Source: an optimization exercise on an open RTL-to-GDS flow (aim: small area and a short achievable clock period). Production flows keep margins and buffers that such runs may drop. RTL that was checked went through simulation tests only; none was proved equivalent to the original. Power figures rest on the tool's default switching activity, not on a simulated workload.

Setup of v48:
// radix3_fft
module radix3_fft(
    input clk,
    input rst,
    input in_valid,
    input [31:0] a_re,
    input [31:0] a_img,
    input [31:0] b_re,
    input [31:0] b_img,
    input [31:0] c_re,
    input [31:0] c_img,
    output out_valid,
    output [31:0] ao_re,
    output [31:0] ao_img,
    output [31:0] bo_re,
    output [31:0] bo_img,
    output [31:0] co_re,
    output [31:0] co_img
    );
export LEC_CHECK = 0
export CAP_MARGIN = 20
export CORE_MARGIN = 2
export CORE_UTILIZATION = 40
export CTS_CLUSTER_DIAMETER = 80
export CTS_CLUSTER_SIZE = 24
export SETUP_SLACK_MARGIN = 2.2
export SLEW_MARGIN = 20
create_clock -name core_clock -period 5.0 [get_ports {clk}]
run.sh (not shown) runs the stock make flow with config.mk's settings and CLKGATE_MAP_FILE= SYNTH_SCRIPT=/design/flow/synth_recipe.tcl, a recipe that flattens the netlist after the stock synthesis.
v48 finished every step from synthesis to the final layout, and the layout passed the timing, design-rule and antenna checks.
Relative to v48, the following input files were edited for v44:
Settings: removing CTS_CLUSTER_SIZE (formerly 24); removing CTS_CLUSTER_DIAMETER (formerly 80); changing SETUP_SLACK_MARGIN from 2.2 to 2.1.
Results
v44: PASS, flow complete, no timing, DRC or antenna violations
Per the comparison of v44 with v48, power share of the clock group now sits higher; switching share of power now sits lower.
v44 ended up with a lower initial antenna violation count than v48 did.
v44 gives more number of global-route vias before repair than v48 did.
Sort v44 and v48 by critical path depth, descending, and v44 comes first.
v48 has lower total wire length than v44.
Relative to v48, power density over the cells has increased by 5.8% in v44.
Delta(sequential share of layout area, v44 - v48) < 0
> inputs changed (v44 -> v24)
Settings: an added CTS_CLUSTER_SIZE of 30; a change of SETUP_SLACK_MARGIN from 2.1 to 2.3; an added CTS_CLUSTER_DIAMETER of 100.
Findings:
v44 vs v24, worst setup path endpoint: P1R.F.C0.g_reg.r[65] vs P1R.F.C0.g_reg.r[67]. In the flow results for v44 and v24, the total power of the final layout is smaller on v24. Per the comparison of v24 with v44, net load switching power shrank by 3.3%; power share of the sequential group grew by 4.0 points; pin count of the biggest net entering global routing grew by 21. v24 gives less critical path depth than v44 did. Diff v44 -> v24: post-route standard cell area excluding fillers decreased 3.4%; final worst-path setup slack increased 0.025 ns; global-route wire length before repair decreased 7800 um. v44 | stages: all done | timing, DRC, antenna: all pass. v24 completed; timing, DRC and antenna clean. | final critical-path required period | v24 vs v44 | better |. As of v24, final wirelength had fallen slightly compared to v44.
--- input diff v24..v57 ---
Settings: a change of SETUP_SLACK_MARGIN from 2.3 to 2.5; a deleted CTS_CLUSTER_DIAMETER that had been 100; a deleted CTS_CLUSTER_SIZE that had been 30.
--- outcome ---
The final layout from v57, which completed every stage, passed the timing, design-rule and antenna checks at the end of the flow. v24 completed; timing, DRC and antenna clean. The clock power in v57 sits 81% above the value recorded for v24. Diff v24 -> v57: clock transition at the registers of the reported paths now smaller; portion of the post-synthesis area used by sequential elements comparable; area of the multi-input gates now larger; worst path setup slack after routing now larger. after synthesis and placement, the instance count of v57 is above that of v24. Relative to v24, the routed wire length of v57 is higher by 3.7%. In v57, fraction of power consumed by the clock network is higher than in v24. Sort v24 and v57 by aggregate global-route resource usage asc -> top: v24. Going from v24 to v57, the sequential share of cell area was found to have gone down by 3.0 points. Re proportion of register bits with asynchronous set or reset after synthesis: no difference whatsoever between v24 and v57.

========
radix3_fft, a different RTL version from the one above (not shown whole).
For scale: roughly 3200 flip-flops.
clock: 5.0 ns
lec_check: 0
cap_margin: 20
core_margin: 2
core_utilization: 60
place_density: 0.75
setup_slack_margin: 1.7
slew_margin: 20
Rerun with:
- ABC_AREA: not set -> 1
- CORE_UTILIZATION: 60 -> 40
- PLACE_DENSITY: 0.75 -> not set
- SETUP_SLACK_MARGIN: 1.7 -> 1.5
- synthesized cell count went up by about 32%
- die area rose by about 50%
- worst hold slack degrades by 0.0086 ns
- routed wire length rises by about 6%
- total power grows by 2.5%
Rerun with:
- ABC_AREA: 1 -> not set
- CORE_UTILIZATION: 40 -> 60
Effect: Wire length went down by 6.9%. Critical path depth went down by 3. Register-to-register slack is worse by 0.02 ns. Synthesized area went down by 1.2%. Count of clock-buffer cells in the layout went down by 10. Via count went down by 12%.
Rerun with:
- CORE_UTILIZATION: 60 -> 40
The new run completed without violations.
Global-route usage went down by 9.4 points.
Final area increases slightly.
Sequential share of layout area falls by 0.61 points.
Non-clock buffer count climbs by 17.
Routed wire length went down slightly.
Core utilization came out lower by 22 points.
Final cell count came out higher by roughly a tenth.
Worst setup slack is better by 0.023 ns.
Combinational power came out lower slightly.
Worst hold slack improves by 0.0092 ns.
No functional check of the RTL was part of any run of this note.

========
Setup of before:
radix3_fft, a different RTL version from the one above (not shown whole).
Size: ~12000 cells after synthesis, ~390 I/O pins, ~130000 um^2 of cells after synthesis.
Settings: LEC_CHECK=0, CAP_MARGIN=20, CORE_MARGIN=2, CORE_UTILIZATION=40, CTS_BUF_LIST=sky130_fd_sc_hd__clkbuf_8, CTS_CLUSTER_DIAMETER=60, CTS_CLUSTER_SIZE=16, PLACE_DENSITY=0.7, SETUP_SLACK_MARGIN=2.5, SLEW_MARGIN=20, SYNTH_HIERARCHICAL=1; clock period 5.0 ns.
Every stage of the flow completed for before, and the final layout passed the timing, design-rule and antenna checks.
## Diff of input files: after against before
- CORE_UTILIZATION now 55, was 40
==> results.txt <==
- Higher worst max-slew margin expressed relative to the limit goes to after over before.
- before and after ended up with nearly the same power.
- Cmp after vs before: shortest clock period the worst path allows after layout higher in after
- Compared with before, in after layout buffer count excluding clock buffers went up 21; die footprint lost about 27%; met2 track demand over resource moved up; growth of design area from synthesis to finish moved down.
- [compare] base=before new=after: final worst-path cycle share up 2.4 points; average cell area after synthesis essentially unchanged; cell count of the worst hold path shows no meaningful change; clock network power share down 1.9 points.
No run of this note included a check of the RTL's function; only the layout flow was run.

========
== build 60 ==
radix3_fft, a different RTL version from the one above (not shown whole).
Size in the first run: about 12000 cells after synthesis, about 0.13 mm2 of cells after synthesis.
export LEC_CHECK = 0
export CAP_MARGIN = 20
export CORE_MARGIN = 2
export CORE_UTILIZATION = 55
export CTS_BUF_LIST = sky130_fd_sc_hd__clkbuf_8
export CTS_CLUSTER_DIAMETER = 70
export CTS_CLUSTER_SIZE = 20
export PLACE_DENSITY = 0.7
export SETUP_SLACK_MARGIN = 2.5
export SLEW_MARGIN = 20
export SYNTH_HIERARCHICAL = 1
create_clock -name core_clock -period 5.0 [get_ports {clk}]
Build 60 finished every stage and its layout cleared the timing, design-rule and antenna checks.
Here is what was changed in the inputs of build 27 compared with build 60.
- CTS_CLUSTER_DIAMETER now 60, was 70
- CTS_CLUSTER_SIZE now 16, was 20
- CORE_UTILIZATION now 40, was 55
Notes after the runs:
Compared with build 60, build 27 supports a lower clock frequency.
Diff build 60 -> build 27 | average via count per standard cell | down by a little under 10%
Sort build 60 and build 27 by estimated wirelength of the detail-placed design, descending, and build 60 comes first.
Looking at build 60 and build 27, the transition at the pin with the smallest max-transition slack is a wash.
Compared build 27 vs build 60, and fraction of met3 tracks used by global routing is down in build 27.
Cmp build 60 and build 27 / count of cell instances traversed by the critical path / higher: build 60
Build 60 has higher largest voltage drop on the vdd net than build 27.
When build 27 is set beside build 60, its area growth from synthesis to layout turns out to be 2.0 points larger.
Looking at class of the most critical setup path, the register to primary output result is from build 27; the register to register one comes from build 60.
The following lists how build 55 was set up differently from build 27:
- swapping 16 for 24 in CTS_CLUSTER_SIZE
- clearing CTS_BUF_LIST, which used to be sky130_fd_sc_hd__clkbuf_8
- swapping 60 for 80 in CTS_CLUSTER_DIAMETER
==> results.txt <==
- Count of plain and timing-repair buffers, build 55 and build 27: larger value in build 55
- Diff build 27 -> build 55: number of vias per cell after detailed routing increased about 0.43%; global-route usage saw little to no change.
- Diff build 55..build 27 | total number of sequential cells | unchanged
- The length of routed wiring on met1 on build 27 is in line with that on build 55.
- Ratio of final minimum period to clock period delta for build 55 relative to build 27: 0.42 points higher
- Status: effective utilization at floorplan parity (build 27, build 55)
### build 55 -> build 8
- CTS_CLUSTER_DIAMETER now 60, was 80
- SETUP_SLACK_MARGIN now 2.55, was 2.5
- CTS_BUF_LIST now sky130_fd_sc_hd__clkbuf_8, previously not set
- CORE_UTILIZATION now 55, was 40
- CTS_CLUSTER_SIZE now 16, was 24
==> results.txt <==
Build 8 vs build 55: peak fanout along the critical path down in build 8. For build 55, the critical path startpoint was gDM.DM.g_reg.r[0][23], unlike build 8, where it was P3I.F.gC2.C2.g_reg.r[43]. Of build 8 and build 55, build 55 shows the lower clock buffer count in the final layout, with build 8 above it. Build 8: done, clean on timing, DRC and antenna. Transition time at the pin with the least slew margin, build 8 and build 55: higher on build 8. Going from build 55 to build 8, number of search-and-repair iterations in the first detailed-routing pass grows by 19. Between build 55 and build 8, first-pass GRT wire length increased. Compared build 55 against build 8; timing-limited maximum frequency within noise. Build 55 has lower post-detailed-placement half-perimeter wirelength than build 8. Diff build 55 -> build 8 | combined buffer and inverter count along the critical path | decrease of 1.
Changes in build 69 relative to build 8:
- CORE_UTILIZATION now 40, was 55
- SETUP_SLACK_MARGIN now 2.45, was 2.55
## What came out
Build 69 went all the way through the flow, and no timing, DRC or antenna check failed. When build 69 is measured against build 8, its clock skew turns out 0.0081 ns lower. Worst-case setup slack after placement sits higher in build 69 than in build 8. Going from build 8 to build 69, global-route wire length before repair now sits lower; final period utilization now sits at about the same level. Diff build 8 -> build 69 | count of instances resized after the clock tree is built | decrease of 159. Looking only at clock power, and setting everything else aside, the lower value of build 8 and build 69 goes to build 8. Against build 8, build 69 reports a part of the power in the clock network that is higher. Max global-route usage across build 8 and build 69: build 8. In build 69 relative to build 8, via count had gone down by a few percent. The final reports for build 69 and build 8 show number of detailed-routing iterations run before antenna repair lower in the former. Diff build 8 -> build 69 | width of the die | up by more than 10%.
Inputs modified between build 69 and build 30:
- CTS_CLUSTER_SIZE now 12, was 16
- CTS_CLUSTER_DIAMETER now 50, was 60
- CORE_UTILIZATION now 55, was 40
- SETUP_SLACK_MARGIN now 2.5, was 2.45
--- outcome ---
Looking at the reports, build 30 completed the entire flow and the layout it produced met the timing, design-rule and antenna checks.
A startpoint of the most critical setup path of gDAO.DAO.g_reg.r[4][37] is what build 69 shows, while S2R.gC0.C0.g_reg.r[25] belongs to build 30.
NOTE internal power summed over all cells build 69->build 30 increased by a few percent
Build 30 against build 69: worst setup slack after layout has decreased; total power after layout increased by 3.5 mW relative to the old numbers; area growth from synthesis to final layout +0.54 points; post-layout minimum cycle time rose 0.0078 ns; number of nets in the finished design increased by 1.1% relative to the old numbers.
Compared with build 69, build 30 shows achievable clock frequency that has gone down slightly.
register to register as the classification of the worst setup path was reported by build 30, and register to primary output by build 69.

========
Another version of the RTL of radix3_fft (not shown whole).
For scale: roughly 12000 cells after synthesis.
make LEC_CHECK=0 CAP_MARGIN=20 CORE_MARGIN=2 CORE_UTILIZATION=40 CTS_BUF_LIST=sky130_fd_sc_hd__clkbuf_8 CTS_CLUSTER_DIAMETER=60 CTS_CLUSTER_SIZE=16 PLACE_DENSITY=0.7 SETUP_SLACK_MARGIN=2.5 SLEW_MARGIN=20 SYNTH_HIERARCHICAL=1 finish   # period 5.0 ns
Rerun with:
- CORE_UTILIZATION: 40 -> 55
Effect: The changed run passed the timing, design-rule and antenna checks. Utilization goes up by 16 points. Sequential power hardly moves. Clock-buffer cell count goes down by 40. Via count goes up by a few percent. Die area goes down by a quarter to a third.
Rerun with:
- CORE_UTILIZATION: 55 -> 40
- CTS_BUF_LIST: sky130_fd_sc_hd__clkbuf_8 -> not set
- CTS_CLUSTER_DIAMETER: 60 -> 80
- CTS_CLUSTER_SIZE: 16 -> 24
Result: Sequential power falls slightly; synthesized cell count is unchanged; hold slack is worse by 0.020 ns; power decreases slightly; design area went up slightly; area after synthesis is unchanged; cell count grows by a few percent.
No run of this note included a check of the RTL's function; only the layout flow was run.

========
== v40 ==
radix3_fft, a different RTL version from the one above (not shown whole).
Size in the first run: about 12000 cells after synthesis, about 2700 flip-flops, about 390 I/O pins, roughly 120000 sq um of cells after synthesis.
Settings: LEC_CHECK=0, CAP_MARGIN=20, CORE_MARGIN=2, CORE_UTILIZATION=40, SETUP_SLACK_MARGIN=2.0, SLEW_MARGIN=20; clock period 5.0 ns.
Having completed the whole flow, v40 delivered a layout that passed the timing, design-rule and antenna checks.
For v19, these inputs were changed with respect to v40:
- changing SETUP_SLACK_MARGIN from 2.0 to 1.0
Findings:
Although it ran to completion, v19 produced a layout that fails the final checks because of antenna violations.
v40 → v19: power per standard cell area essentially unchanged; final max-slew violation count shows no meaningful change.
Compared to v40, v19 has clock skew after layout 5.7 ps higher.
Diff v40 and v19: largest fanout on the critical path higher in v19
Looking at fraction of area in multi-input gates, v19 sits 0.97 points lower than v40 does.
Compared with v40, in v19 total power draw now sits lower, synthesized cell count now sits at about the same level, final setup slack of the worst path now sits higher.
Comparing v40 and v19, the lower register share of the cell area was measured on v40.
When v19 is measured against v40, its number of standard cells in the layout, taps in and fillers out turns out about 4% lower.
The higher worst IR drop on VDD came out of v19.
[inputs] v30 vs v19
- SETUP_SLACK_MARGIN: 1.0 -> unset
==> comparison <==
v30 completed; timing, DRC and antenna clean
Post-route worst hold slack: v19 vs v30, no meaningful difference
Per the comparison of v30 with v19, fraction of the cycle the final worst path needs moved up; power barely changed.
As far as net count of the finished layout is concerned, v19 and v30 perform about the same.
Function was not checked in any run of this note: the RTL went through the layout flow alone.

========
radix3_fft, a different RTL version from the one above (not shown whole).
Size: roughly 11000 cells after synthesis, roughly 3200 flip-flops, ~390 I/O pins.
clock: 5.0 ns
lec_check: 0
cap_margin: 20
core_margin: 2
core_utilization: 50
cts_cluster_diameter: 80
cts_cluster_size: 24
setup_slack_margin: 2.3
slew_margin: 20
Next try:
- CORE_UTILIZATION: 50 -> 40
- SETUP_SLACK_MARGIN: 2.3 -> 2.4
What happened: The new run finished clean; non-clock buffer count went up by 145; cell area went up by about 3%; critical path depth went up by 1; synthesized area does not change.
Next try:
- PLACE_DENSITY: default -> 0.7
- SETUP_SLACK_MARGIN: 2.4 -> 2.3
Result:
- The new run finished clean
- register-to-register slack improved by 50 ps
- routed wire length came out lower by about 10%
- hold slack loses 9.1 ps
- via count is lower by 2.3%
- design area fell by about 2.5%
Next try:
- PLACE_DENSITY: 0.7 -> default
Effect: Die area does not change; critical path depth shrinks by 4; via count came out higher by 1.3%; sequential power hardly moves; count of clock-buffer cells in the layout went up by 2; cell count stays flat; power climbs by about 1.8%; sequential cell count is unchanged.

========
== the previous run ==
Another version of the RTL of radix3_fft (not shown whole).
Size in the first run: about 3200 flip-flops, about 390 I/O pins.
Settings: LEC_CHECK=0, CAP_MARGIN=20, CORE_MARGIN=2, CORE_UTILIZATION=40, CTS_CLUSTER_DIAMETER=100, CTS_CLUSTER_SIZE=30, SETUP_SLACK_MARGIN=2.3, SLEW_MARGIN=20; clock period 5.0 ns.
Setup changes, the previous run to the current run
- CTS_CLUSTER_SIZE removed (was 30)
- CTS_CLUSTER_DIAMETER removed (was 100)
Results
The previous run vs the current run, type of the tightest min-delay check: flip-flop to flip-flop vs input port to flip-flop. Summary: with the previous run as the reference, switching power of the nets in the current run moved up by a few percent. Looking at layout-stage area growth over the synthesis result, the current run sits 5.8 points above the previous run. Going from the previous run to the current run, share of cell area taken by muxes after synthesis roughly the same, fraction of area in non-clock buffers closely matched the old numbers. Delta (the current run minus the previous run): clock skew increased 0.012 ns, post-route cell area increased about 5%. In the tables for the previous run and the current run, first-pass GRT wire length reads lower with the previous run. Per the comparison of the current run with the previous run, vias after detailed routing rose 1590; top achievable clock speed rose 2.0%; non-filler instance count after layout rose about 2.5%. Measured against each other, the previous run and the current run differ in clock buffer count, the higher figure coming from the current run.
No run of this note included a check of the RTL's function; only the layout flow was run.

========
run C:
Another version of the RTL of radix3_fft (not shown whole).
For scale: roughly 12000 cells after synthesis, roughly 3200 flip-flops, ~0.13 mm² of cells after synthesis.
==> flow/design.v (excerpt) <==
module radix3_fft(
    input clk,
    input rst,
    input in_valid,
    input [31:0] a_re,
    input [31:0] a_img,
    input [31:0] b_re,
    input [31:0] b_img,
    input [31:0] c_re,
    input [31:0] c_img,
    output out_valid,
    output [31:0] ao_re,
    output [31:0] ao_img,
    output [31:0] bo_re,
    output [31:0] bo_img,
    output [31:0] co_re,
    output [31:0] co_img
    );
parameter [5:0] R1 = 6'b011111;     
parameter [5:0] R2 = 6'b011111;     
parameter [4:0] RM = 5'b10111;      
parameter [5:0] R3 = 6'b011111;     
function integer cnt;
    input [31:0] x;
    integer i;
    begin
        cnt = 0;
        for (i = 0; i < 32; i = i + 1) cnt = cnt + x[i];
    end
endfunction
localparam L1 = cnt(R1);
localparam L2 = cnt(R2);
localparam LM = cnt(RM);
localparam L3 = cnt(R3);
localparam LMID = (L2 > LM) ? L2 : LM;
localparam LAT = L1 + LMID + L3;
reg [LAT-1:0] v;
always @(posedge clk) begin
    if (rst)
        v <= {LAT{1'b0}};
    else
        v <= {v[LAT-2:0], in_valid};
end
assign out_valid = v[LAT-1];
wire [31:0] s_re, s_img, d_re, d_img, a1_re, a1_img;
r3_pair #(.R(R1)) P1R (.clk(clk), .x(b_re),  .y(c_re),  .zp(s_re),  .zm(d_re));
r3_pair #(.R(R1)) P1I (.clk(clk), .x(b_img), .y(c_img), .zp(s_img), .zm(d_img));
r3_pipe #(.W(64), .N(L1)) DA (.clk(clk), .d({a_re, a_img}), .q({a1_re, a1_img}));
wire [31:0] ao2_re, ao2_img, p_re, p_img, m_re, m_img;
wire [31:0] ao3_re, ao3_img, p3_re, p3_img, m3_re, m3_img;
r3_st2 #(.R(R2)) S2R (.clk(clk), .a(a1_re),  .s(s_re),  .ao(ao2_re),  .p(p_re));
r3_st2 #(.R(R2)) S2I (.clk(clk), .a(a1_img), .s(s_img), .ao(ao2_img), .p(p_img));
r3_mul #(.R(RM)) MR (.clk(clk), .d(d_re),  .m(m_re));
r3_mul #(.R(RM)) MI (.clk(clk), .d(d_img), .m(m_img));
r3_pipe #(.W(128), .N(LMID - L2)) DP (.clk(clk), .d({ao2_re, ao2_img, p_re, p_img}),
                                      .q({ao3_re, ao3_img, p3_re, p3_img}));
r3_pipe #(.W(64), .N(LMID - LM)) DM (.clk(clk), .d({m_re, m_img}), .q({m3_re, m3_img}));
  ...
Settings: LEC_CHECK=0, CAP_MARGIN=20, CORE_MARGIN=2, CORE_UTILIZATION=40, SETUP_SLACK_MARGIN=2.4, SLEW_MARGIN=20; clock period 5.0 ns.
Run C went all the way through synthesis, placement and routing and the layout is clean on timing, DRC and antenna.
The following lists how run B was set up differently from run C:
Settings: SETUP_SLACK_MARGIN now 2.1, was 2.4.
==> results.txt <==
Looking only at slack of the critical path, and setting everything else aside, the lower value of run C and run B goes to run C.
From run C to run B the numbers moved as follows: cell count after placement level; met3 usage moved down.
In run B the fraction of power consumed by the clock network turned out 0.4 points higher than in run C.
Share of cells above drive strength 1: run B vs run C down 4.0 points
Having completed the whole flow, run B delivered a layout that passed the timing, design-rule and antenna checks.
Run C closes out successfully: all stages finished, all timing, DRC and antenna checks passed.
No functional check of the RTL was part of any run of this note.

[port drivers added, routing unchanged]
Ports are ideal in the flow. The routed layouts listed here were re-timed in OpenROAD. Step 1 assumes that a clkbuf_16 drives the clock port and a buf_2 every other input. Step 2 moves the port delays by t, midway between the first and last clock arrival at a register: inputs arrive t later, outputs are due t later. That takes back most of the time a late clock gives input paths. Slacks: ideal / step 1 / step 2; pairs: ideal / step 1.
run	t, ns	setup WS [ns]	worst setup path at the end	slew at the worst register clock pin (ns)	pins driven straight from the clock port
v48	0.960	2.160 / 2.160 / 1.348	input to register	0.10 / 0.10	1
v44	1.004	2.061 / 2.061 / 1.281	input to register	0.07 / 0.07	1
v24	0.949	2.086 / 2.086 / 1.471	input to register	0.12 / 0.12	1
v57	0.998	2.107 / 2.107 / 1.619	input to register	0.07 / 0.07	1
the first run of note 2	1.020	1.618 / 1.618 / 0.843	input to register	0.07 / 0.07	1
the second run of note 2	1.008	1.628 / 1.628 / 1.487	input to register	0.07 / 0.07	1
the third run of note 2	1.026	1.606 / 1.606 / 0.698	input to register	0.07 / 0.07	1
the fourth run of note 2	0.973	1.629 / 1.629 / 0.766	input to register	0.09 / 0.09	1
before	1.115	2.456 / 2.375 / 1.732	input to register	0.10 / 0.10	1
after	1.151	2.336 / 2.336 / 1.654	input to register	0.11 / 0.11	1
build 60	1.111	2.491 / 2.405 / 1.702	input to register	0.12 / 0.12	1
build 27	1.142	2.469 / 2.372 / 1.733	input to register	0.11 / 0.11	1
build 55	0.978	2.448 / 2.448 / 1.735	input to register	0.10 / 0.10	1
build 8	1.149	2.453 / 2.361 / 1.662	input to register	0.11 / 0.11	1
build 69	1.150	2.455 / 2.359 / 1.731	input to register	0.11 / 0.11	1
build 30	1.159	2.447 / 2.363 / 1.713	input to register	0.09 / 0.09	1
the first run of note 5	1.142	2.395 / 2.360 / 1.733	input to register	0.11 / 0.11	1
the second run of note 5	1.159	2.411 / 2.342 / 1.699	input to register	0.11 / 0.11	1
the third run of note 5	0.973	2.432 / 2.432 / 1.738	input to register	0.10 / 0.10	1
v40	0.971	0.615 / 0.615 / 0.615	register to register	0.07 / 0.07	1
v19	0.974	0.694 / 0.694 / 0.283	input to register	0.07 / 0.07	1
v30	0.972	0.255 / 0.255 / -0.183	input to register	0.07 / 0.07	1
the first run of note 7	0.954	2.196 / 2.196 / 1.511	input to register	0.09 / 0.09	1
the second run of note 7	0.978	2.195 / 2.195 / 1.584	input to register	0.10 / 0.10	1
the third run of note 7	0.962	2.250 / 2.250 / 1.560	input to register	0.09 / 0.09	1
the fourth run of note 7	0.964	2.222 / 2.222 / 1.507	input to register	0.09 / 0.09	1
the previous run	0.958	1.992 / 1.992 / 1.476	input to register	0.11 / 0.11	1
the current run	1.018	2.050 / 2.050 / 1.424	input to register	0.07 / 0.07	1
run C	1.003	1.952 / 1.952 / 1.632	input to register	0.07 / 0.07	1
run B	0.987	2.058 / 2.058 / 1.438	input to register	0.07 / 0.07	1
With both steps, setup timing fails in v30, where it was met with ideal ports. The setup slack of the third run of note 2, which loses most, moves by 0.000 ns with the drivers and by -0.908 ns with both steps.
